Background: an optimization exercise with open tools, aiming at small area. Do not read the settings as production practice. The RTL was checked by simulation tests, not by an equivalence proof against the original design. Power figures rest on the tool's default switching activity, not on a simulated workload.

[design/flow/design.v]
module top (
    input clock,
    input resetn,
    input pkt_valid,
    input [7:0] data_in,
    input [2:0] read_en,
    output [2:0] vld_out,
    output [7:0] data_out_0,
    output [7:0] data_out_1,
    output [7:0] data_out_2,
    output [2:0] full,
    output [2:0] empty,
    output busy,
    output err
);
    localparam [2:0] DEC  = 3'd0,    
                     LD   = 3'd1,    
                     LFD  = 3'd2,    
                     LP   = 3'd3,    
                     CPE  = 3'd4,    
                     FFS  = 3'd5,    
                     LAF  = 3'd6,    
                     WTE  = 3'd7;    
    localparam [4:0] S0  = 5'b00001;
    localparam [4:0] S30 = 5'b10000;
    localparam [4:0] ZS  = 5'b00000;
    reg  [2:0] state;
    reg  [1:0] add;
    reg  [7:0] dout, fsb, ip;
    reg        lpv, pd, err_r;
    wire is_dec = (state == DEC);
    wire is_ld  = (state == LD);
    wire is_lp  = (state == LP);
    wire is_laf = (state == LAF);
    wire wen    = is_ld | is_lp | is_laf;
    reg  [3:0] wq [0:2];
    reg  [3:0] rq [0:2];
    reg  [2:0] wrap;
    reg  [4:0] cnt [0:2];
    reg  [7:0] mem0 [0:15];
    reg  [7:0] mem1 [0:15];
    reg  [7:0] mem2 [0:15];
    wire [2:0] eq, srst, zs, wr, rd, sel;
    assign sel = {add[1], add[0], ~(add[1] | add[0])};
    genvar g;
    generate
        for (g = 0; g < 3; g = g + 1) begin : ctl
            assign eq[g]    = (wq[g] == rq[g]);
            assign empty[g] = eq[g] & ~wrap[g];
            assign full[g]  = eq[g] & wrap[g];
            assign vld_out[g] = ~empty[g];
            assign srst[g]  = (cnt[g] == S30);
            assign zs[g]    = (cnt[g] == ZS);
            assign wr[g]    = wen & sel[g] & ~full[g];
            assign rd[g]    = read_en[g] & ~empty[g];
            always @(posedge clock) begin
                if (!resetn || srst[g]) begin
                    wq[g]   <= 4'd0;
                    rq[g]   <= 4'd0;
                    wrap[g] <= 1'b0;
                end else begin
                    wq[g]   <= wq[g] + {3'd0, wr[g]};
                    rq[g]   <= rq[g] + {3'd0, rd[g]};
                    wrap[g] <= wrap[g] ^ (wr[g] & (&wq[g])) ^ (rd[g] & (&rq[g]));
                end
            end
            always @(posedge clock) begin
                if (!resetn)
                    cnt[g] <= S0;
                else if (srst[g])
                    cnt[g] <= ZS;
                else if (empty[g] || read_en[g])
                    cnt[g] <= S0;
                else
                    cnt[g] <= {cnt[g][3:0], cnt[g][4] ^ cnt[g][2]};
            end
        end
    endgenerate
    integer k;
    always @(posedge clock) begin
        for (k = 0; k < 16; k = k + 1) begin
            if (wr[0] && wq[0] == k[3:0] - 4'd1) mem0[k] <= dout;
            if (wr[1] && wq[1] == k[3:0] - 4'd1) mem1[k] <= dout;
            if (wr[2] && wq[2] == k[3:0] - 4'd1) mem2[k] <= dout;
        end
    end
    assign data_out_0 = zs[0] ? 8'h00 : mem0[rq[0]];
    assign data_out_1 = zs[1] ? 8'h00 : mem1[rq[1]];
    assign data_out_2 = zs[2] ? 8'h00 : mem2[rq[2]];
    wire ffull  = add[1] ? full[2]  : add[0] ? full[1]  : full[0];
    wire cempty = add[1] ? empty[2] : add[0] ? empty[1] : empty[0];
    wire csrst  = add[1] ? srst[2]  : add[0] ? srst[1]  : srst[0];
    wire nempty = data_in[1] ? empty[2] : data_in[0] ? empty[1] : empty[0];
    wire hdr    = pkt_valid & ~(data_in[1] & data_in[0]);
    reg [2:0] nxt;
    always @(*) begin
        nxt = state;
        case (state)
            DEC: if (hdr) nxt = nempty ? LFD : WTE;
            LFD: nxt = LD;
            LD:  if (ffull) nxt = FFS; else if (!pkt_valid) nxt = LP;
            LP:  if (!ffull) nxt = CPE;
            CPE: nxt = DEC;
            FFS: if (!ffull) nxt = LAF;
            LAF: nxt = lpv ? LP : LD;
            WTE: if (cempty) nxt = LFD;
        endcase
    end
    always @(posedge clock) begin
        if (!resetn || (!is_dec && csrst))
            state <= DEC;
        else
            state <= nxt;
    end
    assign busy = ~(is_dec | is_ld);
    always @(posedge clock) begin
        if (is_dec) add <= data_in[1:0];
        if (is_dec || is_laf || (is_ld && !ffull))
            dout <= is_laf ? fsb : data_in;
        if (is_ld && ffull) fsb <= data_in;
        if (is_dec) ip <= data_in;
        else if (is_ld) ip <= ip ^ data_in;
        if (is_ld) lpv <= ~pkt_valid;
    end
    always @(posedge clock) begin
        if (!resetn || is_dec)
            pd <= 1'b0;
        else if ((is_ld && !ffull && !pkt_valid) || (is_laf && lpv))
            pd <= 1'b1;
        if (!resetn)
            err_r <= 1'b0;
        else
            err_r <= pd & (|ip);
    end
    assign err = err_r;
endmodule
[design/flow/run.sh]
#!/bin/bash
# synth_recipe.tcl (not shown) runs the flow's synth.tcl, then flattens the netlist and writes it again
# the make line also repeats each setting of config.mk as NAME=value (left out here)
make -C /OpenROAD-flow-scripts/flow DESIGN_CONFIG=/design/flow/config.mk WORK_HOME=/design/flow/orfs CLKGATE_MAP_FILE= SYNTH_SCRIPT=/design/flow/synth_recipe.tcl finish
[design/flow/config.mk]
export PLATFORM = sky130hd
export DESIGN_NAME = top
export DESIGN_NICKNAME = top
export VERILOG_FILES = /design/flow/design.v
export SDC_FILE = /design/flow/constraint.sdc
export NUM_CORES = 4
export LEC_CHECK = 0
export ABC_AREA = 1
export CAP_MARGIN = 20
export CORE_MARGIN = 2
export CORE_UTILIZATION = 60
export CTS_BUF_LIST = sky130_fd_sc_hd__clkbuf_8
export CTS_CLUSTER_SIZE = 40
export SLEW_MARGIN = 20
[design/flow/constraint.sdc]
create_clock -name core_clock -period 7.0 [get_ports {clock}]
set_input_delay 1.4000 -clock core_clock [delete_from_list [all_inputs] [get_ports {clock}]]
set_output_delay 1.4000 -clock core_clock [all_outputs]
set_load 0.01 [all_outputs]
==> run notes, run 1 <==
- Status: complete, no violations
- DP HPWL: 27.6 mm
- Total GRT Usage: 27.2%
- Post-place setup slack: 3.02 ns
- Setup TNS: 0 ns
- Synth Area in Compound Gates: 3.78%
- CP cell instances: inv_2, nor2_1, nand2_1, inv_1, nand2_1, o2111ai_1, nor2_1, a31oi_1, clkdlybuf4s50_1
- Register area share after synthesis: 72.0%
- Die area: 0.0322 mm²
- Endpoints failing hold: 0
- Slowest cell on the critical path: nor2_1
- Worst-path clk slew: 0.06 ns
- Post-DR wirelength/cell: 20.5 µm
- RSZ-0062 raised after global routing: no
- Number of fillers in the final layout: 2,299
- CP peak stage delay: 0.63 ns
- First-pass DRT Iterations: 5
- EDFF count, synth: 411
- Die height: 179 µm
- Kind of critical path: flop to output pin
- Peak supply drop: 265 µV
- Net Count, Synth: 1,585
- First-pass GRT wire length: 66.9 mm
- Largest family of logic cells by synthesized area: simple AND/OR/NAND/NOR gates
- Final worst slack: 2.33 ns
- Critical Path AT: 3.27 ns
- WP buf/inv: 3
- TritonCTS clock tree: built
- Placer congestion estimate: 0.854
- Synth area leaders: edfxtp_1 (67%), nand2_1 (8.5%), dfxtp_1 (5.1%)
- Clk Tree Root Cell: clkbuf_8
- DRT antenna net count: 0
- Post-synthesis mux area share: 0%
- Avg Cell Area, Syn: 11.8 µm²
- Hold Crit Class: flop to flop
- Post-synth top area share: 66.9%
- Via count: 12,000
- Proportion of layout cells with a drive suffix above 1: 9.02%
- Max Freq: 0.214 GHz
- Leading area contributor after synthesis: edfxtp_1
- Die Width: 179 µm
- CORE AREA: 0.0304 mm²
- Register area: 0.0133 mm²
- CP Capture Type: output pin
- XOR/XNOR Fraction of Synth Area: 1.09%
- DRC Markers: 0
- Adder-Cell Fraction of Synth Area: 0.813%
- Mapped Area: 0.0185 mm²
- Async S/R FF share, synth: 0%
- Cell count after synthesis: 1,559
- Max-Slew Margin vs Limit: 41.8%
- Skew final: 0.0245 ns
- IO Pins: 49
- Resized Gates After CTS: 0
- Largest net degree at the start of global routing: 49
- Area Growth Syn to Fin: 12.6%
- CP Max Fanout: 11
- Post-CTS setup repair buffer count: 0
- CP top delay family: simple AND/OR/NAND/NOR gates
- Footprint of the multi-input gates: 0.00443 mm²
- Most frequent cells in the layout: nand2_1 (419), edfxtp_1 (411), inv_1 (181), nor2_1 (146), nand3_1 (91)
- Number of global-route vias before repair: 11,800
- Dominant synthesized flop cell: edfxtp_1
- Initial antenna violation count: 1
- LEAKAGE: 7.83 nW
- Fin crit share: 66.6%
- Number of H-tree levels: 3
- Worst-Skew Late Latency: 0.60 ns
- Max_cap viols: 0
- Synth Area in Simple Gates: 18.3%
- Final min period: 4.67 ns
- Crit path launch type: flop
- # setup viols final: 0
- # nets final: 1,702
- YS warnings: 7
- Pins Over Slew Limit: 0
- Synth Register Bits: 458
- Gr ovfl total: 0
- Row count: 64
- CTS buffer count: 73
- WP data required: 5.60 ns
- Pwr/cell area: 336 mW/mm²
- Routed wire length: 43.6 mm
- Port Buffers: 48
- Most common cell after layout, fill and taps aside: nand2_1
- CTS sink count: 458
- Yosys cell types: 46
- Initial core utilization: 60.7%
- Number of hold buffers added after CTS: 0
- Initial DRC Count: 1,140
- Via density: 5.65
- Least-Margin Pin Slew: 0.870 ns
- Clock Tree Buf Depth: 3
## through the flow
stage               utilization [%]  instance area [µm²]  hold WS, ns  std cells  power, mW
global route                   68.3                20800        0.433       2127       7.26
CTS                            68.3                20800        0.434       2126       7.01
global placement               63.8                19400        0.416       1997       4.88
floorplan                         -                18500        0.408       1559       4.26
detailed placement             63.8                19400        0.430       1997       4.90
finish                         68.3                20800        0.429       2127       6.98
## layer usage
metal,vias up,share of wire (%),GRT usage [%]
met5,-,0,0
met1,5798,43,38.6
li1,5652,-,-
met2,488,48,43.3
met3,86,7.1,4.17
met4,0,2.5,10.1
## worst paths after layout
| check | start | to | slack, ns | cells after the start |
|---|---|---|---|---|
| worst max-delay path | rq[0][0] | data_out_0[7] | 2.33 | 9 |
| worst min-delay path | cnt[0][3] | cnt[0][4] | 0.43 | 2 |
| worst max register to register | state[0] | mem2[3][6] | 3.90 | 9 |
| worst min register to register | cnt[0][3] | cnt[0][4] | 0.43 | 2 |
## synthesized netlist by cell type (2+ instances only)
master	n
edfxtp_1	411
o2111a_1	2
nand3_1	91
inv_2	20
nor3_1	16
o22ai_1	2
clkbuf_1	2
nand2_4	3
a21boi_0	2
nand3b_1	3
a22o_1	7
buf_2	11
a21oi_1	19
and2_1	4
nand2_2	2
a211oi_1	10
xor2_1	15
nor2_1	146
a32o_1	5
a221oi_1	9
nor2_4	5
nor4_1	10
ha_1	12
dfxtp_1	47
clkinv_1	3
a31oi_1	11
nor2_2	15
o2111ai_1	6
o21ai_0	20
nand4_1	47
xnor2_1	8
a41oi_1	4
nand2_1	419
inv_1	153
nand3_2	8
## logic make-up (layout without fill, tap and decap cells)
group	after synthesis	count (layout)
xor+xnor	23	23
simple gates	774	774
flops	458	458
compound gates	101	101
fa+ha+maj	12	12
buf+inv	191	362
other cells	0	1
## worst min-delay path, delay by kind of cell (launching register included)
kind	cells	cell delay, ns
and+or+nand+nor	1	0.04
buffers and inverters	1	0.06
DFF	1	0.29
## layout make-up
type / count / share of cell area, %
clock inverter: 47 / 1.11
antenna: 1 / 0.0120
timing repair buffer: 57 / 2.64
clock buffer: 82 / 5.43
multi-input combinational: 910 / 21.3
tap: 396 / 2.38
sequential: 458 / 63.9
inverter: 176 / 3.18
## registers in the layout, indices dropped and copies added, names as in the netlist
| register | flops |
|---|---|
| add | 2 |
| cnt | 15 |
| dout | 8 |
| err_r | 1 |
| fsb | 8 |
| ip | 8 |
| lpv | 1 |
| mem0 | 128 |
| mem1 | 128 |
| mem2 | 128 |
| pd | 1 |
| rq | 12 |
| state | 3 |
| wq | 12 |
| wrap | 3 |
## where the power goes
group | internal (mW) | switching [mW]
combinational | 0.378 | 0.952
clock | 1.11 | 1.02
sequential | 3.43 | 0.0865
==> run 2, diff against run 1 <==
--- a/design/flow/config.mk
+++ b/design/flow/config.mk
@@ -9,6 +9,5 @@
 export CAP_MARGIN = 20
 export CORE_MARGIN = 2
 export CORE_UTILIZATION = 60
-export CTS_BUF_LIST = sky130_fd_sc_hd__clkbuf_8
-export CTS_CLUSTER_SIZE = 40
+export CTS_BUF_LIST = sky130_fd_sc_hd__clkbuf_4
 export SLEW_MARGIN = 20
==> run notes, run 2 <==
- Leading area contributor after synthesis: edfxtp_1
- Port Buffers: 48 (unchanged)
- Critical Path AT: 3.45 ns (+0.18 ns)
- Total GRT Usage: 27.1% (-0.054 points)
- Post-synth top area share: 66.9% (unchanged)
- Post-route core utilization: 68.5% (+0.23 points)
- Register area: 0.0133 mm² (unchanged)
- Commonest cells post-synth: nand2_1 (419), edfxtp_1 (411), inv_1 (153), nor2_1 (146), nand3_1 (91)
- Endpoints failing hold: 0 (unchanged)
- RSZ-0062 raised after global routing: no
- Pwr/cell area: 335 mW/mm² (-0.21%)
- Most common cell after layout, fill and taps aside: nand2_1
- EDFF count, synth: 411 (unchanged)
- Footprint of the multi-input gates: 0.00443 mm² (unchanged)
- Worst-Skew Late Latency: 0.80 ns (+0.20 ns)
- Dominant synthesized flop cell: edfxtp_1
- DP HPWL: 27.6 mm (unchanged)
- Resized Gates After CTS: 0 (unchanged)
- LEAKAGE: 7.87 nW (+0.53%)
- Row count: 64 (unchanged)
- Tot Pwr: 6.99 mW (+0.12%)
- Die height: 179 µm (unchanged)
- Max Freq: 0.206 GHz (-3.8%)
- WHS: 0.401 ns (-0.0285 ns)
- Top-count cell post-synth: nand2_1
- Final min period: 4.85 ns (+0.185 ns)
- Largest net degree at the start of global routing: 49 (unchanged)
- Max-Slew Margin vs Limit: 40.6% (-1.2 points)
- CORE AREA: 0.0304 mm² (unchanged)
- Peak supply drop: 255 µV (-4.0%)
- Cell count after synthesis: 1,559 (unchanged)
- Most frequent cells in the layout: nand2_1 (419), edfxtp_1 (411), clkbuf_4 (167), inv_1 (153), nor2_1 (146)
- CTS sink count: 458 (unchanged)
- Net Count, Synth: 1,585 (unchanged)
- Clock Tree Buf Depth: 3 (unchanged)
- Async S/R FF share, synth: 0% (unchanged)
- Die area: 0.0322 mm² (unchanged)
- CTS buffer count: 112 (+53%)
- Area Growth Syn to Fin: 13.0%
- Synth area leaders: edfxtp_1 (67%), nand2_1 (8.5%), dfxtp_1 (5.1%)
- # nets final: 1,741 (+2.3%)
- Avg Cell Area, Syn: 11.8 µm² (unchanged)
- IO Pins: 49 (unchanged)
- Number of fillers in the final layout: 2,359 (+2.6%)
- DRT antenna net count: 0 (unchanged)
- Biggest regs: mem0 x128, mem1 x128, mem2 x128
- Setup TNS: 0 ns (unchanged)
- Initial antenna violation count: 2 (+1)
- First-pass DRT Iterations: 6 (+1)
- Least-Margin Pin Slew: 0.887 ns (+0.0174 ns)
- CP Capture Type: output pin
- DRC Markers: 0 (unchanged)
- # setup viols final: 0 (unchanged)
- Kind of critical path: flop to output pin
- Initial DRC Count: 977 (-14%)
- Number of H-tree levels: 3 (unchanged)
- Max_cap viols: 0 (unchanged)
- Via density: 5.55 (-1.9%)
- YS warnings: 7 (unchanged)
- Crit path launch type: flop
- Skew final: 0.0758 ns (+0.0513 ns)
- Number of global-route vias before repair: 12,200 (+2.8%)
- Pins Over Slew Limit: 0 (unchanged)
- Hold Crit Class: flop to flop
- Die Width: 179 µm (unchanged)
- Register area share after synthesis: 72.0% (unchanged)
- Worst-path clk slew: 0.07 ns (about the same)
- TritonCTS clock tree: built
- Post-CTS setup repair buffer count: 0 (unchanged)
- Post-DR wirelength/cell: 19.7 µm (-3.8%)
- Via count: 12,200 (+1.7%)
- First-pass GRT wire length: 66.9 mm (unchanged)
- Yosys cell types: 46 (unchanged)
- Routed wire length: 43.5 mm (-0.23%)
- Hold Path Depth: 2 (unchanged)
- Placer congestion estimate: 0.854 (unchanged)
- WP data required: 5.60 ns (about the same)
- R2r worst-path depth: 9 (unchanged)
- CP Max Fanout: 11 (unchanged)
- Mapped Area: 0.0185 mm² (unchanged)
- Initial core utilization: 60.7% (unchanged)
- Synth Register Bits: 458 (unchanged)
- Gr ovfl total: 0 (unchanged)
- Number of hold buffers added after CTS: 0 (unchanged)
- Fin crit share: 69.3% (+2.6 points)
- Clk Tree Root Cell: clkbuf_4
- Status: complete, no violations
- Proportion of layout cells with a drive suffix above 1: 13.2% (+4.2 points)
[run 2: cell counts after synthesis]
Identical to the previous run, type by type.
[run 2: power by group]
group | total (mW) | internal, mW | switching [mW]
Clock | 2.14 | 1.10 | 1.05
Sequential | 3.52 | 3.43 | 0.0854
Combinational | 1.33 | 0.378 | 0.952
Total | 6.99 | 4.90 | 2.08
[run 2: cell families after synthesis]
group                    synth area share [%]
flip-flops                               72.0
AND/OR/NAND/NOR                          18.3
XOR/XNOR                                 1.09
AO/OA/AOI/OAI                            3.78
buffers and inverters                    4.02
adder cells (fa/ha/maj)                 0.813
[run 2: per-stage QoR]
stage | instances | area (µm²) | worst slack [ns]
3_5_place_dp | 1997 | 19400 | 3.02
2_1_floorplan | 1559 | 18500 | 4.18
5_1_grt | 2205 | 20900 | 1.93
3_3_place_gp | 1997 | 19400 | 3.00
6_report | 2205 | 20900 | 2.15
4_1_cts | 2203 | 20800 | 2.17
[run 2: layer usage]
metal	vias up	GRT usage, %	wire length (µm)	share of wire, %
met3	82	5.61	3420	7.9
met2	477	43.1	20600	47
met4	0	10.3	1130	2.6
met5	-	0	0	0
met1	5858	37.5	18300	42
li1	5810	-	-	-
[run 2: worst max-delay path: stages, from the launching register on]
cell and delay [ns]:
dfxtp_1 0.47, inv_2 0.06, nor2_1 0.66, nand2_1 0.10, inv_1 0.26, nand2_1 0.10
o2111ai_1 0.16, nor2_1 0.15, a31oi_1 0.19, clkdlybuf4s50_1 0.57
[run 2: area by class of cell]
| class | instances | share of cell area [%] |
|---|---|---|
| clock buffers | 167 | 6.01 |
| diodes | 2 | 0.0240 |
| inverters | 176 | 3.17 |
| flip-flops and latches | 458 | 63.7 |
| multi-input cells | 910 | 21.3 |
| well taps | 396 | 2.38 |
| repair buffers | 57 | 2.63 |
| clock inverters | 39 | 0.822 |
[run 2: path summary, 6_finish.rpt]
check             from  slack, ns             to
max           rq[0][0]       2.15  data_out_0[7]
min          cnt[2][0]       0.40      cnt[2][1]
min reg2reg  cnt[2][0]       0.40      cnt[2][1]
max reg2reg   state[0]       3.88     mem2[3][3]
==> run 3, diff against run 2 <==
==> design/flow/config.mk (replaced) <==
export PLATFORM = sky130hd
export DESIGN_NAME = top
export DESIGN_NICKNAME = top
export VERILOG_FILES = /design/flow/design.v
export SDC_FILE = /design/flow/constraint.sdc
export NUM_CORES = 4
export LEC_CHECK = 0
export CAP_MARGIN = 20
export CORE_MARGIN = 2
export CORE_UTILIZATION = 40
export SLEW_MARGIN = 20
==> run notes, run 3 <==
- CORE AREA: 0.0474 mm² (+56%)
- Critical Path AT: 3.78 ns (+0.33 ns)
- Port Buffers: 48 (unchanged)
- Die height: 223 µm (+24%)
- Dominant synthesized flop cell: edfxtp_1
- Initial DRC Count: 1,087 (+11%)
- CP cell instances: buf_4, mux2_2, a22oi_1, o21ai_0, a2111oi_0, nor2_1, clkdlybuf4s50_1
- CP top delay family: compound AO/OA/AOI/OAI gates
- Peak supply drop: 286 µV (+12%)
- IO Pins: 49 (unchanged)
- Number of H-tree levels: 2 (-1)
- Cell count after synthesis: 1,371 (-12%)
- DRT antenna net count: 0 (unchanged)
- Worst-Skew Late Latency: 0.60 ns (-0.20 ns)
- WP buf/inv: 2 (-1)
- # setup viols final: 0 (unchanged)
- Placer congestion estimate: 0.837 (-2.0%)
- Dpl cells: 1,989 (-0.40%)
- Kind of critical path: flop to output pin
- Least-Margin Pin Slew: 1.14 ns (+0.252 ns)
- Final min period: 5.18 ns (+0.330 ns)
- Die Width: 223 µm (+24%)
- Max_cap viols: 0 (unchanged)
- CP peak stage delay: 0.83 ns (+0.17 ns)
- CP Capture Type: output pin
- Die area: 0.0496 mm² (+54%)
- Number of global-route vias before repair: 11,800 (-2.9%)
- Initial core utilization: 40.3% (-20 points)
- WP data required: 5.60 ns (about the same)
- Top-count cell post-synth: edfxtp_1
- Largest net degree at the start of global routing: 49 (unchanged)
- RSZ-0062 raised after global routing: no
- Setup TNS: 0 ns (unchanged)
- DP HPWL: 30.4 mm (+10%)
- Number of hold buffers added after CTS: 0 (unchanged)
- Endpoints failing hold: 0 (unchanged)
- TritonCTS clock tree: built
- WHS: 0.454 ns (+0.0532 ns)
- Most common cell after layout, fill and taps aside: edfxtp_1
- Max Freq: 0.193 GHz (-6.4%)
- Post-CTS setup repair buffer count: 0 (unchanged)
- Gr ovfl total: 0 (unchanged)
- Fin cells: 2,080 (-5.7%)
- Via count: 12,000 (-2.1%)
- # diodes: 0 (-2)
- Post-DR wirelength/cell: 23.5 µm (+19%)
- First-pass GRT wire length: 74.7 mm (+12%)
- EDFF count, synth: 411 (unchanged)
- Max-Slew Margin vs Limit: 23.8% (-17 points)
- Commonest cells post-synth: edfxtp_1 (411), nor2_1 (111), nand2_1 (105), a21oi_1 (60), o21ai_0 (57)
- Net Count, Synth: 1,397 (-12%)
- YS warnings: 7 (unchanged)
- Async S/R FF share, synth: 0% (unchanged)
- CP Max Fanout: 24 (+13)
- Skew final: 0.0163 ns (-0.0595 ns)
- Mapped Area: 0.0191 mm² (+3.6%)
- Synth Register Bits: 458 (unchanged)
- Fin crit share: 74.0% (+4.7 points)
- Slowest cell on the critical path: dfxtp_1
- Register area share after synthesis: 69.5% (-2.5 points)
- Proportion of layout cells with a drive suffix above 1: 11.9% (-1.3 points)
- First-pass DRT Iterations: 5 (-1)
- CTS sink count: 458 (unchanged)
- Post-synth top area share: 64.6% (-2.3 points)
- Worst-path clk slew: 0.06 ns (about the same)
- Crit path launch type: flop
- LEAKAGE: 7.04 nW (-11%)
- Most frequent cells in the layout: edfxtp_1 (411), nor2_1 (108), nand2_1 (105), a21oi_1 (60), o21ai_0 (57)
- Area Growth Syn to Fin: 14.3%
- Pwr/cell area: 355 mW/mm² (+5.8%)
- DRC Markers: 0 (unchanged)
- Biggest regs: mem0 x128, mem1 x128, mem2 x128
- Yosys cell types: 68 (+48%)
- Via density: 5.75 (+3.8%)
- Routed wire length: 48.9 mm (+12%)
- Leading area contributor after synthesis: edfxtp_1
- Clk Tree Root Cell: clkbuf_16
- Avg Cell Area, Syn: 13.9 µm² (+18%)
- Resized Gates After CTS: 0 (unchanged)
- Pins Over Slew Limit: 0 (unchanged)
- Initial antenna violation count: 0 (-2)
- Hold Crit Class: flop to flop
- Clock Tree Buf Depth: 3 (unchanged)
- CTS buffer count: 49 (-56%)
- Synth area leaders: edfxtp_1 (65%), dfxtp_1 (4.9%), nor2_1 (2.2%)
- Row count: 80 (+25%)
- Status: complete, no violations
- # nets final: 1,451 (-17%)
- Total GRT Usage: 19.8% (-7.3 points)
-- run 3: cell count changes after synthesis, sizes merged, moves of 41 or more --
cell / delta
inv: -147
nor2: -55
nand2: -319
nand3: -57
nand4: -43
a21oi: +41
-- run 3: worst reg2reg max path, cell delays in order, from the launching register on --
cell and delay (ns):
dfxtp_1 0.47, nand3b_1 0.45, a211oi_1 0.64, o21ai_1 0.32, nor2_1 0.15, nand2_1 0.11, nor2_1 0.91
-- run 3: final cells by class --
class	count	area, µm²
flip-flops and latches	458	13300
well taps	615	769
repair buffers	81	728
clock buffers	67	1320
clock inverters	24	185
fillers	4276	25600
multi-input cells	807	5450
inverters	28	105
-- run 3: cells by family (layout without fill, tap and decap cells) --
family                   after synthesis  count (layout)  synth area share [%]
AO/OA/AOI/OAI                        283             283                  10.4
adder cells (fa/ha/maj)               12              12                 0.785
buffers and inverters                106             200                  2.41
flip-flops                           458             458                  69.5
AND/OR/NAND/NOR                      401             401                  10.1
multiplexers                          70              70                  4.66
XOR/XNOR                              41              41                  2.21
-- run 3: per-layer routing --
metal	up-vias	global-route usage, %	wire length [µm]
li1	5392	-	-
met1	5997	28.0	21200
met2	481	30.9	22600
met3	99	3.81	3520
met4	0	6.78	1490
met5	-	0	0
-- run 3: path summary, 6_finish.rpt --
path / slack, ns / start / depth (start not counted) / endpoint
worst max-delay path: 1.82 / rq[1][1] / 7 / data_out_1[7]
worst min-delay path: 0.45 / cnt[2][3] / 1 / cnt[2][4]
worst max register to register: 3.57 / state[1] / 6 / mem0[11][2]
worst min register to register: 0.45 / cnt[2][3] / 1 / cnt[2][4]
-- run 3: through the flow --
step	setup slack (ns)	power (mW)	cell area (µm²)	util, %
after CTS	1.81	7.80	21800	46.0
after floorplan	3.79	4.55	19100	-
after global placement	2.55	5.30	20300	42.8
after detailed placement	2.43	5.32	20300	42.9
after global routing	1.63	8.06	21800	46.0
final	1.82	7.75	21800	46.0
-- run 3: report_power, final --
group,switching [mW],internal [mW]
logic,1.05,0.565
registers,0.194,3.46
clock network,1.08,1.40
==> run 4, diff against run 3 <==
==> design/flow/flow/run.sh (new file) <==
#!/bin/bash
# Own layout flow:
#  1. the standard synthesis (standard.sh synth), unchanged;
#  2. its combinational logic re-mapped by ABC with an area-oriented script
#     (flow/remap.tcl); every flip-flop instance is kept as it is: same
#     name, same cell;
#  3. the standard layout (standard.sh) on that netlist, with buf_1 as
#     the port buffer and a clock tree built from clkbuf_4 without dummy loads.
# Each tool's output goes to a log file of its own in the work folder.
set -euo pipefail
W=$(pwd)
R=$W/orfs/results/$FLOW_PLATFORM/top/base
YOSYS=$(command -v yosys || echo "$FLOW_HOME/../tools/install/yosys/bin/yosys")

bash standard.sh synth > "$W/1_standard_synth.log" 2>&1
cp "$R/1_2_yosys.v" "$W/standard_synth.v"

LIBFILE=$FLOW_HOME/platforms/$FLOW_PLATFORM/lib/sky130_fd_sc_hd__tt_025C_1v80.lib \
DONT_USE="$(cat "$W/flow/dont_use.txt")" \
NETIN=$W/standard_synth.v NETOUT=$W/remap.v STATOUT=$W/remap_stat.txt \
ABCSCRIPT=$W/flow/area.abc \
    "$YOSYS" -c "$W/flow/remap.tcl" > "$W/2_remap.log" 2>&1

grep -oE '^ *sky130_fd_sc_hd__[a-z0-9_]*df[a-z0-9_]* [^ ]+' "$W/standard_synth.v" | sort > "$W/ff_std.txt"
grep -oE '^ *sky130_fd_sc_hd__[a-z0-9_]*df[a-z0-9_]* [^ ]+' "$W/remap.v" | sort > "$W/ff_remap.txt"
cmp "$W/ff_std.txt" "$W/ff_remap.txt"
if grep -qE 'sky130_fd_sc_hd__(lpflow|probe)' "$W/remap.v"; then
    echo "re-mapped netlist uses a don't-use cell" >&2
    exit 1
fi

cp "$W/remap.v" "$R/1_2_yosys.v"
touch "$R/1_2_yosys.v"

export BUFFER_PORTS_ARGS="-buffer_cell sky130_fd_sc_hd__buf_1"
export CTS_ARGS="$(cat "$W/flow/cts_args.txt")"
bash standard.sh > "$W/3_standard_layout.log" 2>&1
==> design/flow/flow/area.abc (new file) <==
strash; ifraig; scorr; dc2; strash; &get -n; &dch -f; &nf -a -R 1000; &put; topo
==> design/flow/flow/cts_args.txt (new file) <==
-sink_clustering_enable -repair_clock_nets -dont_use_dummy_load -buf_list sky130_fd_sc_hd__clkbuf_16 -sink_clustering_size 22 -sink_clustering_max_diameter 80
==> design/flow/flow/dont_use.txt (new file) <==
sky130_fd_sc_hd__probe_p_8
sky130_fd_sc_hd__probec_p_8
sky130_fd_sc_hd__lpflow_bleeder_1
sky130_fd_sc_hd__lpflow_clkbufkapwr_1
sky130_fd_sc_hd__lpflow_clkbufkapwr_16
sky130_fd_sc_hd__lpflow_clkbufkapwr_2
sky130_fd_sc_hd__lpflow_clkbufkapwr_4
sky130_fd_sc_hd__lpflow_clkbufkapwr_8
sky130_fd_sc_hd__lpflow_clkinvkapwr_1
sky130_fd_sc_hd__lpflow_clkinvkapwr_16
sky130_fd_sc_hd__lpflow_clkinvkapwr_2
sky130_fd_sc_hd__lpflow_clkinvkapwr_4
sky130_fd_sc_hd__lpflow_clkinvkapwr_8
sky130_fd_sc_hd__lpflow_decapkapwr_12
sky130_fd_sc_hd__lpflow_decapkapwr_3
sky130_fd_sc_hd__lpflow_decapkapwr_4
sky130_fd_sc_hd__lpflow_decapkapwr_6
sky130_fd_sc_hd__lpflow_decapkapwr_8
sky130_fd_sc_hd__lpflow_inputiso0n_1
sky130_fd_sc_hd__lpflow_inputiso0p_1
sky130_fd_sc_hd__lpflow_inputiso1n_1
sky130_fd_sc_hd__lpflow_inputiso1p_1
sky130_fd_sc_hd__lpflow_inputisolatch_1
sky130_fd_sc_hd__lpflow_isobufsrc_1
sky130_fd_sc_hd__lpflow_isobufsrc_16
sky130_fd_sc_hd__lpflow_isobufsrc_2
sky130_fd_sc_hd__lpflow_isobufsrc_4
sky130_fd_sc_hd__lpflow_isobufsrc_8
sky130_fd_sc_hd__lpflow_isobufsrckapwr_16
sky130_fd_sc_hd__lpflow_lsbuf_lh_hl_isowell_tap_1
sky130_fd_sc_hd__lpflow_lsbuf_lh_hl_isowell_tap_2
sky130_fd_sc_hd__lpflow_lsbuf_lh_hl_isowell_tap_4
sky130_fd_sc_hd__lpflow_lsbuf_lh_isowell_4
sky130_fd_sc_hd__lpflow_lsbuf_lh_isowell_tap_1
sky130_fd_sc_hd__lpflow_lsbuf_lh_isowell_tap_2
sky130_fd_sc_hd__lpflow_lsbuf_lh_isowell_tap_4
==> design/flow/flow/remap.tcl (new file) <==
# Re-map the combinational logic of the standard synthesis netlist with an
# area-oriented ABC script. Flip-flops are kept as they are (same instances,
# names and cell types).
yosys -import
set lib $::env(LIBFILE)
set in  $::env(NETIN)
set out $::env(NETOUT)
set script $::env(ABCSCRIPT)
read_liberty -overwrite -ignore_miss_func -setattr liberty_cell $lib
read_verilog -overwrite $in
hierarchy -top top
set ffs [list]
foreach c [split [string trim [tee -q -s result.string select -list-mod =A:liberty_cell]] "\n"] {
    if {[regexp {__(df|edf|sdf|dl|sedf)} $c]} { lappend ffs $c }
}
foreach c $ffs { setattr -mod -set keep_hierarchy 1 $c }
flatten
foreach c $ffs { blackbox $c }
opt_clean -purge
set du [list]
foreach c $::env(DONT_USE) { lappend du -dont_use $c }
abc -liberty $lib {*}$du -script $script
opt_clean -purge
setundef -zero
hilomap -singleton -hicell sky130_fd_sc_hd__conb_1 HI -locell sky130_fd_sc_hd__conb_1 LO
splitnets
opt_clean -purge
insbuf -buf sky130_fd_sc_hd__buf_4 A X
# left out here: hide names made inside functions
yosys tee -o $::env(STATOUT) stat -liberty $lib
write_verilog -noattr -nohex -nodec $out
==> design/flow/standard.sh (new file) <==
#!/bin/bash
# synth_recipe.tcl (not shown) runs the flow's synth.tcl, then flattens the netlist and writes it again
# the make line also repeats each setting of config.mk as NAME=value (left out here)
make -C /OpenROAD-flow-scripts/flow DESIGN_CONFIG=/design/flow/config.mk WORK_HOME=/design/flow/orfs CLKGATE_MAP_FILE= SYNTH_SCRIPT=/design/flow/synth_recipe.tcl "${@:-finish}"
--- a/design/flow/config.mk
+++ b/design/flow/config.mk
@@ -5,7 +5,8 @@
 export SDC_FILE = /design/flow/constraint.sdc
 export NUM_CORES = 4
 export LEC_CHECK = 0
+export ABC_AREA = 1
 export CAP_MARGIN = 20
 export CORE_MARGIN = 2
-export CORE_UTILIZATION = 40
+export CORE_UTILIZATION = 70
 export SLEW_MARGIN = 20
removed: design/flow/run.sh
==> run notes, run 4 <==
- Status: complete, no violations
- Least-Margin Pin Slew: 1.13 ns (-0.0100 ns)
- Total GRT Usage: 32.8% (+13 points)
- Register area: 0.0133 mm² (about the same)
- YS warnings: 7 (unchanged)
- Fin crit share: 65.0% (-9.0 points)
- CTS sink count: 458 (unchanged)
- First-pass GRT wire length: 62.3 mm (-17%)
- Row count: 57 (-29%)
- Biggest regs: mem0 x128, mem1 x128, mem2 x128
- Most common cell after layout, fill and taps aside: edfxtp_1
- CTS buffer count: 24 (-51%)
- Post-DR wirelength/cell: 27.7 µm (+18%)
- Largest net degree at the start of global routing: 49 (unchanged)
- Proportion of layout cells with a drive suffix above 1: 6.24% (-5.7 points)
- Die area: 0.0255 mm² (-48%)
- CP Capture Type: output pin
- Worst-Skew Late Latency: 0.55 ns (-0.05 ns)
- LEAKAGE: 5.78 nW (-18%)
- WHS: 0.467 ns (+0.0133 ns)
- Hold Crit Class: flop to flop
- Number of global-route vias before repair: 10,000 (-15%)
- Clock Tree Buf Depth: 3 (unchanged)
- Initial antenna violation count: 0 (unchanged)
- # setup viols final: 0 (unchanged)
- Post-CTS setup repair buffer count: 0 (unchanged)
- Post-route core utilization: 76.8% (+31 points)
- Avg Cell Area, Syn: 16.0 µm² (+15%)
- Top Usage Layer GRT: met2
- Placer congestion estimate: 0.876 (+4.7%)
- Peak supply drop: 311 µV (+8.9%)
- Cell count after synthesis: 1,063 (-22%)
- Footprint of the multi-input gates: 0.00374 mm² (-31%)
- Final min period: 4.55 ns (-0.629 ns)
- WP data required: 5.60 ns (about the same)
- Max Freq: 0.220 GHz (+14%)
- Tot Pwr: 6.03 mW (-22%)
- IO Pins: 49 (unchanged)
- Skew final: 0.0195 ns (+0.00316 ns)
- CP Max Fanout: 11 (-54%)
- Die Width: 160 µm (-28%)
- # diodes: 0 (unchanged)
- First-pass DRT Iterations: 8 (+3)
- Resized Gates After CTS: 0 (unchanged)
- Initial DRC Count: 1,756 (+62%)
- Pwr/cell area: 326 mW/mm² (-8.2%)
- # nets final: 1,185 (-18%)
- M2 GR Usage: 51.4% (+20 points)
- CORE AREA: 0.0241 mm² (-49%)
- DRT antenna net count: 0 (unchanged)
- Crit path launch type: flop
- Setup TNS: 0 ns (unchanged)
- Routed wire length: 41.3 mm (-15%)
- Area Growth Syn to Fin: 8.90%
- Max-Slew Margin vs Limit: 24.5% (+0.67 points)
- Mapped Area: 0.0170 mm² (-11%)
- Initial core utilization: 70.5% (+30 points)
- Most frequent cells in the layout: edfxtp_1 (411), nor2_1 (98), nand2_1 (80), a222oi_1 (59)
- Net Count, Synth: 1,077 (-23%)
- RSZ-0062 raised after global routing: no
- Gr ovfl total: 0 (unchanged)
- Port Buffers: 48 (unchanged)
- Via count: 10,500 (-12%)
- Worst-path clk slew: 0.10 ns (+0.04 ns)
- Endpoints failing hold: 0 (unchanged)
- Max_cap viols: 0 (unchanged)
- Number of hold buffers added after CTS: 0 (unchanged)
- Clk Tree Root Cell: clkbuf_16
- Critical Path AT: 3.15 ns (-0.63 ns)
- Via density: 7.04 (+22%)
- Kind of critical path: flop to output pin
- Number of fillers in the final layout: 1,469 (-66%)
- GRT met3 Usage: 4.99% (+1.2 points)
- DRC Markers: 0 (unchanged)
- TritonCTS clock tree: built
- Die height: 160 µm (-28%)
- Pins Over Slew Limit: 0 (unchanged)
- DP HPWL: 26.0 mm (-14%)
- Number of H-tree levels: 1 (-1)
- Grt met1 use: 49.4% (+21 points)
-- run 4: routing by layer --
layer  share of wire, %  wire (µm)  up-vias
met2                 48      19700      701
met3                 11       4690       89
met1                 38      15800     5179
li1                   -          -     4546
met4                2.8       1180        0
met5                  0          0        -
-- run 4: final cells by class --
class | count | area share (%)
inverter | 11 | 0.223
sequential | 458 | 71.8
tap | 324 | 2.19
clock buffer | 24 | 3.25
multi-input combinational | 594 | 20.2
timing repair buffer | 82 | 2.35
-- run 4: worst max-delay path, cell delays in order, from the launching register on --
cell,delay (ns)
dfxtp_1,0.60
nand2_1,0.21
nor2_1,0.78
a22oi_1,0.18
nand4_1,0.18
a221oi_1,0.06
a31oi_1,0.27
o21a_1,0.16
buf_1,0.16
-- run 4: report_power, final --
| part | total (mW) | internal [mW] | switching (mW) |
|---|---|---|---|
| logic | 1.04 | 0.255 | 0.785 |
| clock network | 1.39 | 0.611 | 0.782 |
| registers | 3.60 | 3.47 | 0.121 |
-- run 4: final timing paths --
path	from	end	slack [ns]	depth (start not counted)
max	rq[2][2]	data_out_2[0]	2.45	8
min	cnt[2][1]	cnt[2][2]	0.47	1
max reg2reg	rq[2][2]	state[2]	3.37	9
min reg2reg	cnt[2][1]	cnt[2][2]	0.47	1
-- run 4: metrics by stage --
stage / area [µm²] / worst slack (ns) / std cells
6_report: 18500 / 2.45 / 1493
5_1_grt: 18500 / 2.29 / 1493
4_1_cts: 18500 / 2.42 / 1492
3_5_place_dp: 17900 / 3.02 / 1468
3_3_place_gp: 17900 / 2.99 / 1468
2_1_floorplan: 17000 / 3.73 / 1063
==> run 5, diff against run 4 <==
==> design/flow/flow/cts_args.txt (replaced) <==
-sink_clustering_enable -repair_clock_nets -dont_use_dummy_load -buf_list sky130_fd_sc_hd__clkbuf_8 -sink_clustering_size 14 -sink_clustering_max_diameter 60
--- a/design/flow/config.mk
+++ b/design/flow/config.mk
@@ -9,4 +9,5 @@
 export CAP_MARGIN = 20
 export CORE_MARGIN = 2
 export CORE_UTILIZATION = 70
+export GPL_TIMING_DRIVEN = 0
 export SLEW_MARGIN = 20
==> run notes, run 5 <==
- Status: complete, no violations
- Proportion of layout cells with a drive suffix above 1: 8.18% (+1.9 points)
- Gr ovfl total: 0 (unchanged)
- DP HPWL: 26.8 mm (+3.0%)
- Via density: 6.99 (-0.78%)
- Die area: 0.0255 mm² (unchanged)
- Area Growth Syn to Fin: 9.57%
- CP Capture Type: output pin
- Post-DR wirelength/cell: 27.1 µm (-2.2%)
- DRC Markers: 0 (unchanged)
- Mapped Area: 0.0170 mm² (unchanged)
- RSZ-0062 raised after global routing: no
- Cell count after synthesis: 1,063 (unchanged)
- Routed wire length: 40.5 mm (-1.9%)
- Max-Slew Margin vs Limit: 21.6% (-2.9 points)
- Clock Tree Buf Depth: 3 (unchanged)
- Grt met1 use: 46.6% (-2.9 points)
- Peak supply drop: 327 µV (+4.9%)
- Worst-path clk slew: 0.08 ns (-0.02 ns)
- # nets final: 1,189 (+0.34%)
- Reg power frac: 59.8% (+0.2 points)
- Total GRT Usage: 32.2% (-0.64 points)
- Biggest regs: mem0 x128, mem1 x128, mem2 x128
- Number of hold buffers added after CTS: 0 (unchanged)
- Initial core utilization: 70.5% (unchanged)
- CP Max Fanout: 10 (-1)
- Initial DRC Count: 1,790 (+1.9%)
- Placer congestion estimate: 0.854 (-2.6%)
- Number of fillers in the final layout: 1,488 (+1.3%)
- CTS buffer count: 38 (+58%)
- Worst-Skew Late Latency: 0.58 ns (+0.03 ns)
- Critical Path AT: 3.41 ns (+0.26 ns)
- Switching power: 1.72 mW (+1.7%)
- Int Pwr: 4.33 mW (-0.31%)
- DRT antenna net count: 0 (unchanged)
- Largest net degree at the start of global routing: 28 (-43%)
- Via count: 10,500 (-0.51%)
- GRT met3 Usage: 6.81% (+1.8 points)
- Pwr/cell area: 325 mW/mm² (-0.37%)
- Post-route core utilization: 77.2% (+0.47 points)
- Final min period: 4.81 ns (+0.257 ns)
- Clock Power Share: 21.0% (-2.1 points)
- Port Buffers: 48 (unchanged)
- LEAKAGE: 5.84 nW (+1.0%)
- First-pass GRT wire length: 60.2 mm (-3.4%)
- Post-CTS setup repair buffer count: 0 (unchanged)
- Setup TNS: 0 ns (unchanged)
- Top Usage Layer GRT: met2
- IO Pins: 49 (unchanged)
- Initial antenna violation count: 0 (unchanged)
- Least-Margin Pin Slew: 1.17 ns (+0.0386 ns)
- Hold Crit Class: flop to flop
- Most common cell after layout, fill and taps aside: edfxtp_1
- Endpoints failing hold: 0 (unchanged)
- YS warnings: 7 (unchanged)
- Kind of critical path: flop to output pin
- # setup viols final: 0 (unchanged)
- Max Freq: 0.208 GHz (-5.4%)
- Number of global-route vias before repair: 9,917 (-1.3%)
- Crit path launch type: flop
- Post-place setup slack: 2.84 ns (-0.176 ns)
- Max_cap viols: 0 (unchanged)
- Final worst slack: 2.19 ns (-0.257 ns)
- Row count: 57 (unchanged)
- Pins Over Slew Limit: 0 (unchanged)
- Number of H-tree levels: 2 (+1)
- Resized Gates After CTS: 0 (unchanged)
- CTS sink count: 458 (unchanged)
- Die height: 160 µm (unchanged)
- # diodes: 0 (unchanged)
- WP data required: 5.60 ns (about the same)
- Skew final: 0.0447 ns (+0.0252 ns)
- Fin crit share: 68.7% (+3.7 points)
- M2 GR Usage: 50.6% (-0.81 points)
- Sw frac: 28.4% (+0.40 points)
- Avg Cell Area, Syn: 16.0 µm² (unchanged)
- CORE AREA: 0.0241 mm² (unchanged)
- Most frequent cells in the layout: edfxtp_1 (411), nor2_1 (99), nand2_1 (80), a222oi_1 (59)
- First-pass DRT Iterations: 7 (-1)
- TritonCTS clock tree: built
- Clk Tree Root Cell: clkbuf_8
- Die Width: 160 µm (unchanged)
- Net Count, Synth: 1,077 (unchanged)
- Comb pwr share: 19.2% (+1.9 points)
## run 5: cell types whose count changed in the layout (fill, tap and decap cells not counted), sizes merged
cell    delta
buf       -10
clkbuf    +14
## run 5: power by group through the flow
stage,clock (mW),combinational (mW),sequential [mW]
2_1_floorplan,0,0.425,3.76
3_3_place_gp,0,0.630,3.98
3_5_place_dp,0,1.14,3.68
4_1_cts,1.26,1.15,3.61
5_1_grt,1.37,1.24,3.63
6_report,1.27,1.16,3.62
## run 5: path summary, 6_finish.rpt
path	to	depth (start not counted)	slack (ns)	start
min	err_r	2	0.46	pd
min reg2reg	err_r	2	0.46	pd
max	data_out_0[5]	8	2.19	rq[0][1]
max reg2reg	state[1]	9	3.35	rq[2][2]
## run 5: per-layer routing
| layer | up-vias | wire (µm) |
|---|---|---|
| li1 | 4556 | - |
| met1 | 5157 | 15600 |
| met2 | 658 | 19100 |
| met3 | 90 | 4610 |
| met4 | 0 | 1230 |
| met5 | - | 0 |
## run 5: final cells by class
type	count	area, µm²	share of cell area (%)
Multi-Input combinational cell	594	3840	20.6
Inverter	11	41.3	0.222
Sequential cell	458	13300	71.3
Tap cell	324	405	2.18
Timing Repair Buffer	72	526	2.82
Clock buffer	38	523	2.81
## run 5: stage by stage
step | power (mW) | cells | hold WS (ns) | cell area (µm²)
floorplan | 4.18 | 1063 | 0.418 | 17000
global placement | 4.61 | 1435 | 0.442 | 17600
detailed placement | 4.82 | 1459 | 0.450 | 18100
CTS | 6.02 | 1497 | 0.464 | 18600
global route | 6.25 | 1497 | 0.487 | 18600
finish | 6.04 | 1497 | 0.457 | 18600
## run 5: critical path, cell delays in order (launching register included)
cell,delay (ns)
dfxtp_1,0.59
nand2_1,0.22
nor2_1,0.85
a22oi_1,0.29
nand4_1,0.27
a221oi_1,0.08
a31o_1,0.26
a21oi_1,0.12
buf_1,0.18
==> run 6, diff against run 5 <==
--- a/design/flow/config.mk
+++ b/design/flow/config.mk
@@ -6,8 +6,8 @@
 export NUM_CORES = 4
 export LEC_CHECK = 0
 export ABC_AREA = 1
-export CAP_MARGIN = 20
+export CAP_MARGIN = 10
 export CORE_MARGIN = 2
 export CORE_UTILIZATION = 70
 export GPL_TIMING_DRIVEN = 0
-export SLEW_MARGIN = 20
+export SLEW_MARGIN = 10
==> run notes, run 6 <==
- Status: complete, no violations
- TritonCTS clock tree: built
- Worst-path clk slew: 0.08 ns (about the same)
- Clk Tree Root Cell: clkbuf_8
- DP HPWL: 26.6 mm (-0.61%)
- Mapped Area: 0.0170 mm² (unchanged)
- Peak supply drop: 301 µV (-7.9%)
- Number of H-tree levels: 2 (unchanged)
- Die Width: 160 µm (unchanged)
- Proportion of layout cells with a drive suffix above 1: 7.26% (-0.93 points)
- Crit path launch type: flop
- Gr ovfl total: 0 (unchanged)
- CP peak stage delay: 0.89 ns (+0.04 ns)
- Number of global-route vias before repair: 9,861 (-0.56%)
- RSZ-0062 raised after global routing: no
- Final worst slack: 2.18 ns (-0.0105 ns)
- Critical Path AT: 3.42 ns (about the same)
- Number of hold buffers added after CTS: 0 (unchanged)
- Most frequent cells in the layout: edfxtp_1 (411), nor2_1 (101), nand2_1 (80), a222oi_1 (59)
- WP buf/inv: 1 (unchanged)
- YS warnings: 7 (unchanged)
- LEAKAGE: 5.83 nW (-0.24%)
- First-pass DRT Iterations: 6 (-1)
- Slowest cell on the critical path: nor3_1
- Area Growth Syn to Fin: 9.61% (about the same)
- CP Max Fanout: 12 (+2)
- Resized Gates After CTS: 0 (unchanged)
- CTS buffer count: 38 (unchanged)
- WHS: 0.474 ns (+0.0173 ns)
- Via count: 10,500 (+0.26%)
- Routed wire length: 40.5 mm (-0.17%)
- Max-Slew Margin vs Limit: 15.7% (-5.8 points)
- CP Capture Type: output pin
- Initial core utilization: 70.5% (unchanged)
- Die area: 0.0255 mm² (unchanged)
- CORE AREA: 0.0241 mm² (unchanged)
- Hold Crit Class: flop to flop
- Die height: 160 µm (unchanged)
- First-pass GRT wire length: 60.5 mm (+0.54%)
- Post-place setup slack: 2.78 ns (-0.0663 ns)
- Clock Tree Buf Depth: 3 (unchanged)
- Port Buffers: 48 (unchanged)
- Fin crit share: 68.8% (+0.15 points)
- Kind of critical path: flop to output pin
- Most common cell after layout, fill and taps aside: edfxtp_1
- Cell count after synthesis: 1,063 (unchanged)
- Endpoints failing hold: 0 (unchanged)
- Largest net degree at the start of global routing: 30 (+7.1%)
- CP top delay family: simple AND/OR/NAND/NOR gates
- Critical Path Most Common Cell: a221oi_1
- Initial antenna violation count: 0 (unchanged)
- Via density: 7.02 (+0.39%)
- # diodes: 0 (unchanged)
- Least-Margin Pin Slew: 1.25 ns (+0.0868 ns)
- Post-CTS setup repair buffer count: 0 (unchanged)
- Setup TNS: 0 ns (unchanged)
- Initial DRC Count: 1,760 (-1.7%)
- # setup viols final: 0 (unchanged)
- Max Freq: 0.207 GHz (-0.22%)
- Total GRT Usage: 32.2% (about the same)
- IO Pins: 49 (unchanged)
- Pwr/cell area: 326 mW/mm² (+0.52%)
- Post-route core utilization: 77.3% (about the same)
- WP data required: 5.60 ns (about the same)
- DRT antenna net count: 0 (unchanged)
- Row count: 57 (unchanged)
- Final min period: 4.82 ns (+0.0105 ns)
- # nets final: 1,187 (-0.17%)
- Avg Cell Area, Syn: 16.0 µm² (unchanged)
- Placer congestion estimate: 0.854 (unchanged)
- Skew final: 0.0367 ns (-0.00804 ns)
- Post-DR wirelength/cell: 27.1 µm (about the same)
- Worst-Skew Late Latency: 0.55 ns (-0.03 ns)
- Pins Over Slew Limit: 0 (unchanged)
- Number of fillers in the final layout: 1,450 (-2.6%)
- Biggest regs: mem0 x128, mem1 x128, mem2 x128
- DRC Markers: 0 (unchanged)
- Max_cap viols: 0 (unchanged)
- Net Count, Synth: 1,077 (unchanged)
- CTS sink count: 458 (unchanged)
- CP cell instances: nand2b_1, nor3_1, a222oi_1, nand2_1, a221oi_1, nand3_1, a221oi_1, nor2_1, buf_1
run 6: cell types whose count changed in the layout (fill, tap and decap cells not counted):
cell / delta
buf_16: +6
buf_8: -8
nor2_2: -2
nor2_1: +2
a2111oi_1: -1
nor3_1: +7
buf_4: -1
nor3_2: -7
a2111oi_0: +1
buf_6: +1
run 6: final timing paths:
check | slack [ns] | end | cells past startpoint | from
max | 2.18 | data_out_1[2] | 9 | rq[1][2]
min | 0.47 | cnt[1][2] | 1 | cnt[1][1]
max reg2reg | 3.23 | state[1] | 9 | wq[2][2]
min reg2reg | 0.47 | cnt[1][2] | 1 | cnt[1][1]
run 6: layout make-up:
| cell class | count | area [µm²] | area share (%) |
|---|---|---|---|
| multi-input combinational | 594 | 3800 | 20.4 |
| timing repair buffer | 70 | 574 | 3.08 |
| sequential | 458 | 13300 | 71.3 |
| clock buffer | 38 | 523 | 2.81 |
| tap | 324 | 405 | 2.18 |
| inverter | 11 | 41.3 | 0.222 |
run 6: report_power, final:
part           internal, mW  switching [mW]  leakage (nW)  total (mW)
combinational         0.404           0.765          1.46        1.17
sequential             3.47           0.174          4.09        3.64
clock                 0.488           0.777         0.273        1.27
total                  4.36            1.72          5.83        6.08
run 6: metal layers:
metal / track usage (%) / vias to the layer above / routed length [µm]
li1: - / 4557 / -
met4: 8.23 / 0 / 993
met2: 51.4 / 692 / 19500
met5: 0 / - / 0
met3: 5.38 / 83 / 4480
met1: 47.7 / 5156 / 15400
run 6: stage by stage:
step	cell area, µm²	power [mW]	instances
CTS	18600	6.06	1494
detailed placement	18100	4.86	1456
floorplan	17000	4.18	1063
finish	18600	6.08	1495
global placement	17600	4.61	1435
global route	18600	6.28	1495
==> run 7, diff against run 6 <==
==> design/flow/config.mk (replaced) <==
export PLATFORM = sky130hd
export DESIGN_NAME = top
export DESIGN_NICKNAME = top
export VERILOG_FILES = /design/flow/design.v
export SDC_FILE = /design/flow/constraint.sdc
export NUM_CORES = 4
export LEC_CHECK = 0
export ABC_AREA = 1
export CAP_MARGIN = 20
export CORE_MARGIN = 2
export CORE_UTILIZATION = 80
export SLEW_MARGIN = 20
==> run notes, run 7 <==
- Most frequent cells in the layout: edfxtp_1 (411), nor2_1 (100), nand2_1 (80), a222oi_1 (59), nor3_1 (49)
- # nets final: 1,195 (+0.67%)
- Fin crit share: 69.8% (+0.95 points)
- Peak supply drop: 346 µV (+15%)
- Die height: 150 µm (-6.3%)
- Area post-placement: 0.0178 mm² (-1.7%)
- Placer congestion estimate: 0.933 (+9.3%)
- Number of global-route vias before repair: 10,900 (+11%)
- Pwr/cell area: 327 mW/mm² (about the same)
- Setup TNS: 0 ns (unchanged)
- Port Buffers: 48 (unchanged)
- Mapped Area: 0.0170 mm² (unchanged)
- CTS buffer count: 38 (unchanged)
- IO Pins: 49 (unchanged)
- Finished layout cell area: 0.0183 mm² (-1.6%)
- CP Max Fanout: 11 (-1)
- Grt met1 use: 56.8% (+9.1 points)
- Skew final: 0.0431 ns (+0.00647 ns)
- DRC Markers: 0 (unchanged)
- Net Count, Synth: 1,077 (unchanged)
- Hold Crit Class: flop to flop
- Fin cells: 1,454 (-2.7%)
- M2 GR Usage: 66.7% (+15 points)
- # diodes: 0 (unchanged)
- Initial DRC Count: 2,352 (+34%)
- Post-route core utilization: 87.5% (+10 points)
- DP HPWL: 27.2 mm (+2.2%)
- Gr ovfl total: 0 (unchanged)
- Die area: 0.0224 mm² (-12%)
- Via count: 11,300 (+7.4%)
- Max-Slew Margin vs Limit: 19.0% (+3.3 points)
- Total GRT Usage: 41.9% (+9.7 points)
- Initial antenna violation count: 0 (unchanged)
- Worst-Skew Late Latency: 0.57 ns (+0.02 ns)
- Cell count after synthesis: 1,063 (unchanged)
- Largest net degree at the start of global routing: 49 (+63%)
- CTS sink count: 458 (unchanged)
- Tot Pwr: 5.98 mW (-1.5%)
- Routed wire length: 45.5 mm (+12%)
- RSZ-0062 raised after global routing: no
- Area Growth Syn to Fin: 7.86%
- Dpl cells: 1,415 (-2.8%)
- Post-DR wirelength/cell: 31.3 µm (+16%)
- Biggest regs: mem0 x128, mem1 x128, mem2 x128
- GRT met3 Usage: 10.6% (+5.2 points)
- Top Usage Layer GRT: met2
- Kind of critical path: flop to output pin
- Proportion of layout cells with a drive suffix above 1: 6.87% (-0.39 points)
- YS warnings: 7 (unchanged)
- CORE AREA: 0.0210 mm² (-13%)
- Post-CTS setup repair buffer count: 0 (unchanged)
- TritonCTS clock tree: built
- CP Capture Type: output pin
- Avg Cell Area, Syn: 16.0 µm² (unchanged)
- Via density: 7.75 (+10%)
- Pins Over Slew Limit: 0 (unchanged)
- First-pass DRT Iterations: 13 (+7)
- Initial core utilization: 81.1% (+11 points)
- Final min period: 4.89 ns (+0.0664 ns)
- Resized Gates After CTS: 0 (unchanged)
- First-pass GRT wire length: 67.4 mm (+11%)
- WP data required: 5.60 ns (about the same)
- Row count: 53 (-7.0%)
- Most common cell after layout, fill and taps aside: edfxtp_1
- Clock Tree Buf Depth: 3 (unchanged)
- Crit path launch type: flop
- LEAKAGE: 5.74 nW (-1.5%)
- Clk Tree Root Cell: clkbuf_8
- Worst-path clk slew: 0.09 ns (about the same)
- Critical Path AT: 3.49 ns (+0.07 ns)
- Status: complete, no violations
- Max Freq: 0.205 GHz (-1.4%)
- Least-Margin Pin Slew: 1.20 ns (-0.0492 ns)
- Number of H-tree levels: 2 (unchanged)
- Endpoints failing hold: 0 (unchanged)
- # setup viols final: 0 (unchanged)
- Number of hold buffers added after CTS: 0 (unchanged)
- DRT antenna net count: 0 (unchanged)
- Max_cap viols: 0 (unchanged)
- Die Width: 150 µm (-6.3%)
==> run 7: layer usage <==
layer | routed length [µm] | share of wire, %
met2 | 21900 | 48
met1 | 14200 | 31
met3 | 7060 | 16
met5 | 0 | 0
met4 | 2330 | 5.1
==> run 7: where the power goes <==
group | switching [mW] | internal (mW) | leakage (nW)
sequential | 0.0931 | 3.47 | 4.09
clock | 0.822 | 0.489 | 0.273
combinational | 0.857 | 0.249 | 1.37
==> run 7: stage by stage <==
step	setup WS [ns]	hold slack [ns]
5_1_grt	2.01	0.475
4_1_cts	2.09	0.452
2_1_floorplan	3.73	0.418
3_3_place_gp	2.94	0.440
3_5_place_dp	2.89	0.450
6_report	2.11	0.456
==> run 7: final timing paths <==
check / endpoint / slack, ns / cells after the start / from
worst max-delay path: data_out_0[5] / 2.11 / 8 / rq[0][2]
worst min-delay path: cnt[0][2] / 0.46 / 1 / cnt[0][1]
worst max register to register: state[2] / 3.21 / 9 / rq[2][2]
worst min register to register: cnt[0][2] / 0.46 / 1 / cnt[0][1]
==> run 7: area by class of cell <==
type                       instances  area, µm²
sequential                       458      13300
multi-input combinational        594       3730
fill                             802       2630
clock buffer                      38        523
timing repair buffer              78        403
tap                              275        344
inverter                          11       41.3
==> run 7: critical path: stages, from the launching register on <==
cell	delay (ns)
dfxtp_1	0.60
nand2_1	0.27
nor2_1	0.88
a22oi_1	0.26
nand4_1	0.25
a221oi_1	0.09
a31o_1	0.27
a21oi_1	0.13
buf_1	0.17
==> run 8, diff against run 7 <==
--- a/design/flow/config.mk
+++ b/design/flow/config.mk
@@ -8,5 +8,5 @@
 export ABC_AREA = 1
 export CAP_MARGIN = 20
 export CORE_MARGIN = 2
-export CORE_UTILIZATION = 80
+export CORE_UTILIZATION = 75
 export SLEW_MARGIN = 20
==> run notes, run 8 <==
- Status: complete, no violations
- Biggest regs: mem0 x128, mem1 x128, mem2 x128
- Total GRT Usage: 35.0% (-6.9 points)
- Max Freq: 0.213 GHz (+4.0%)
- Post-place setup slack: 2.92 ns (+0.0242 ns)
- Pins Over Slew Limit: 0 (unchanged)
- Proportion of layout cells with a drive suffix above 1: 6.88% (+0.012 points)
- Clock Tree Buf Depth: 3 (unchanged)
- Row count: 55 (+3.8%)
- Routed wire length: 41.4 mm (-9.0%)
- First-pass DRT Iterations: 7 (-6)
- DRT antenna net count: 0 (unchanged)
- CP cell instances: nand2b_1, nor3_1, a222oi_1, nand2_1, a221oi_1, nand3_1, a221oi_1, nor2_1, buf_1
- CP top delay family: simple AND/OR/NAND/NOR gates
- Net Count, Synth: 1,077 (unchanged)
- RSZ-0062 raised after global routing: no
- Die height: 155 µm (+3.2%)
- TritonCTS clock tree: built
- WP data required: 5.60 ns (about the same)
- Kind of critical path: flop to output pin
- Number of fillers in the final layout: 1,237 (+54%)
- CP Max Fanout: 11 (unchanged)
- Worst-path clk slew: 0.09 ns (about the same)
- Number of hold buffers added after CTS: 0 (unchanged)
- Via density: 7.27 (-6.1%)
- Placer congestion estimate: 0.916 (-1.9%)
- Die area: 0.0239 mm² (+6.5%)
- Max_cap viols: 0 (unchanged)
- Final min period: 4.70 ns (-0.189 ns)
- WHS: 0.463 ns (+0.00718 ns)
- WP buf/inv: 1 (unchanged)
- # diodes: 0 (unchanged)
- Mapped Area: 0.0170 mm² (unchanged)
- Tot Pwr: 5.89 mW (-1.5%)
- Endpoints failing hold: 0 (unchanged)
- Initial antenna violation count: 0 (unchanged)
- Least-Margin Pin Slew: 1.32 ns (+0.116 ns)
- Largest net degree at the start of global routing: 49 (unchanged)
- Register-to-register setup slack: 3.45 ns (+0.24 ns)
- Resized Gates After CTS: 0 (unchanged)
- Critical Path AT: 3.30 ns (-0.19 ns)
- Area Growth Syn to Fin: 7.87% (about the same)
- Gr ovfl total: 0 (unchanged)
- Setup TNS: 0 ns (unchanged)
- Skew final: 0.0500 ns (+0.00681 ns)
- Initial DRC Count: 1,826 (-22%)
- CP Capture Type: output pin
- DP HPWL: 26.2 mm (-3.5%)
- Most frequent cells in the layout: edfxtp_1 (411), nor2_1 (98), nand2_1 (80), a222oi_1 (59)
- Peak supply drop: 287 µV (-17%)
- Cell count after synthesis: 1,063 (unchanged)
- CTS sink count: 458 (unchanged)
- LEAKAGE: 5.72 nW (-0.26%)
- Max-Slew Margin vs Limit: 11.3% (-7.8 points)
- YS warnings: 7 (unchanged)
- Slowest cell on the critical path: nor3_1
- CP peak stage delay: 1.02 ns (+0.14 ns)
- # nets final: 1,193 (-0.17%)
- Port Buffers: 48 (unchanged)
- Crit path depth: 9 (+1)
- Worst-Skew Late Latency: 0.56 ns (about the same)
- Hold Path Depth: 2 (+1)
- # setup viols final: 0 (unchanged)
- CORE AREA: 0.0224 mm² (+7.1%)
- Clk Tree Root Cell: clkbuf_8
- Most common cell after layout, fill and taps aside: edfxtp_1
- DRC Markers: 0 (unchanged)
- Avg Cell Area, Syn: 16.0 µm² (unchanged)
- CTS buffer count: 38 (unchanged)
- Die Width: 155 µm (+3.2%)
- Critical Path Most Common Cell: a221oi_1
- Fin cells: 1,462 (+0.55%)
- Hold Crit Class: flop to flop
- Number of H-tree levels: 2 (unchanged)
- IO Pins: 49 (unchanged)
- Initial core utilization: 75.7% (-5.3 points)
- Via count: 10,600 (-5.6%)
- Post-DR wirelength/cell: 28.3 µm (-9.5%)
- Dpl cells: 1,424 (+0.64%)
- First-pass GRT wire length: 61.1 mm (-9.4%)
- Final worst slack: 2.30 ns (+0.189 ns)
- Number of global-route vias before repair: 10,200 (-6.2%)
- R2r worst-path depth: 9 (unchanged)
- Post-CTS setup repair buffer count: 0 (unchanged)
- Crit path launch type: flop
- Fin crit share: 67.1% (-2.7 points)
- Pwr/cell area: 321 mW/mm² (-1.5%)
-- run 8: cell type report --
class                      instances  area (µm²)  area share, %
inverter                          11        41.3          0.225
clock buffer                      38         523           2.85
multi-input combinational        594        3740           20.4
timing repair buffer              76         388           2.12
tap                              285         357           1.95
sequential                       458       13300           72.5
-- run 8: worst paths after layout --
check | start | to
max reg2reg | rq[2][2] | state[2]
min reg2reg | pd | err_r
min | pd | err_r
max | rq[1][1] | data_out_1[2]
-- run 8: worst register-to-register path: stages, from the launching register on --
cell	delay, ns
dfxtp_1	0.58
xor2_1	0.12
nor4_1	0.49
nand2_1	0.26
and2_0	0.31
a211o_1	0.35
and2_0	0.20
a2111oi_1	0.78
nor3b_1	0.27
nor3_1	0.07
-- run 8: per-layer routing --
| metal | share of wire [%] | routed length [µm] | GRT usage (%) |
|---|---|---|---|
| met4 | 3.5 | 1460 | 11.6 |
| met2 | 47 | 19600 | 56.1 |
| met3 | 13 | 5440 | 7.23 |
| met5 | 0 | 0 | 0 |
| met1 | 36 | 14900 | 49.5 |
-- run 8: report_power, final --
group | leakage [nW] | internal, mW | switching [mW] | total [mW]
registers | 4.09 | 3.47 | 0.0770 | 3.55
logic | 1.36 | 0.253 | 0.824 | 1.08
clock network | 0.273 | 0.488 | 0.778 | 1.27
total | 5.72 | 4.21 | 1.68 | 5.89
-- run 8: stage by stage --
stage          area (µm²)  utilization [%]
2_1_floorplan       17000                -
3_3_place_gp        17800             79.1
3_5_place_dp        17800             79.3
4_1_cts             18300             81.6
5_1_grt             18300             81.7
6_report            18300             81.7

-- separate check: timing with driven ports --
In the flow no input, the clock included, has a driving cell. The finished layouts below were timed again as built, in two steps. Step 1 assumes that a clkbuf_16 drives the clock port and a buf_2 every other input. Step 2, shift: input delay + t, output delay - t, t = (earliest + latest rising clock arrival at the registers) / 2. This alone moves slack from input paths to output paths. Three values: no drivers, after step 1, after step 2; two values: the first two.
run | t (ns) | setup WS [ns] | worst setup path after step 2 | worst register clock-pin slew, ns | worst slew at a driven data input, ns
run 1 | 0.632 | 2.335 / 2.287 / 2.919 | register to output | 0.07 / 0.07 | 0.08
run 2 | 0.806 | 2.150 / 2.101 / 2.907 | register to output | 0.08 / 0.08 | 0.08
run 3 | 0.637 | 1.820 / 1.771 / 2.408 | register to output | 0.07 / 0.07 | 0.04
run 4 | 0.594 | 2.448 / 2.395 / 2.989 | register to output | 0.10 / 0.10 | 0.03
run 5 | 0.603 | 2.191 / 2.144 / 2.746 | register to output | 0.10 / 0.10 | 0.04
run 6 | 0.584 | 2.181 / 2.132 / 2.716 | register to output | 0.09 / 0.09 | 0.03
run 7 | 0.596 | 2.114 / 2.070 / 2.666 | register to output | 0.10 / 0.10 | 0.06
run 8 | 0.587 | 2.304 / 2.257 / 2.843 | register to output | 0.09 / 0.09 | 0.06
After both steps setup and hold are still met in every run listed.
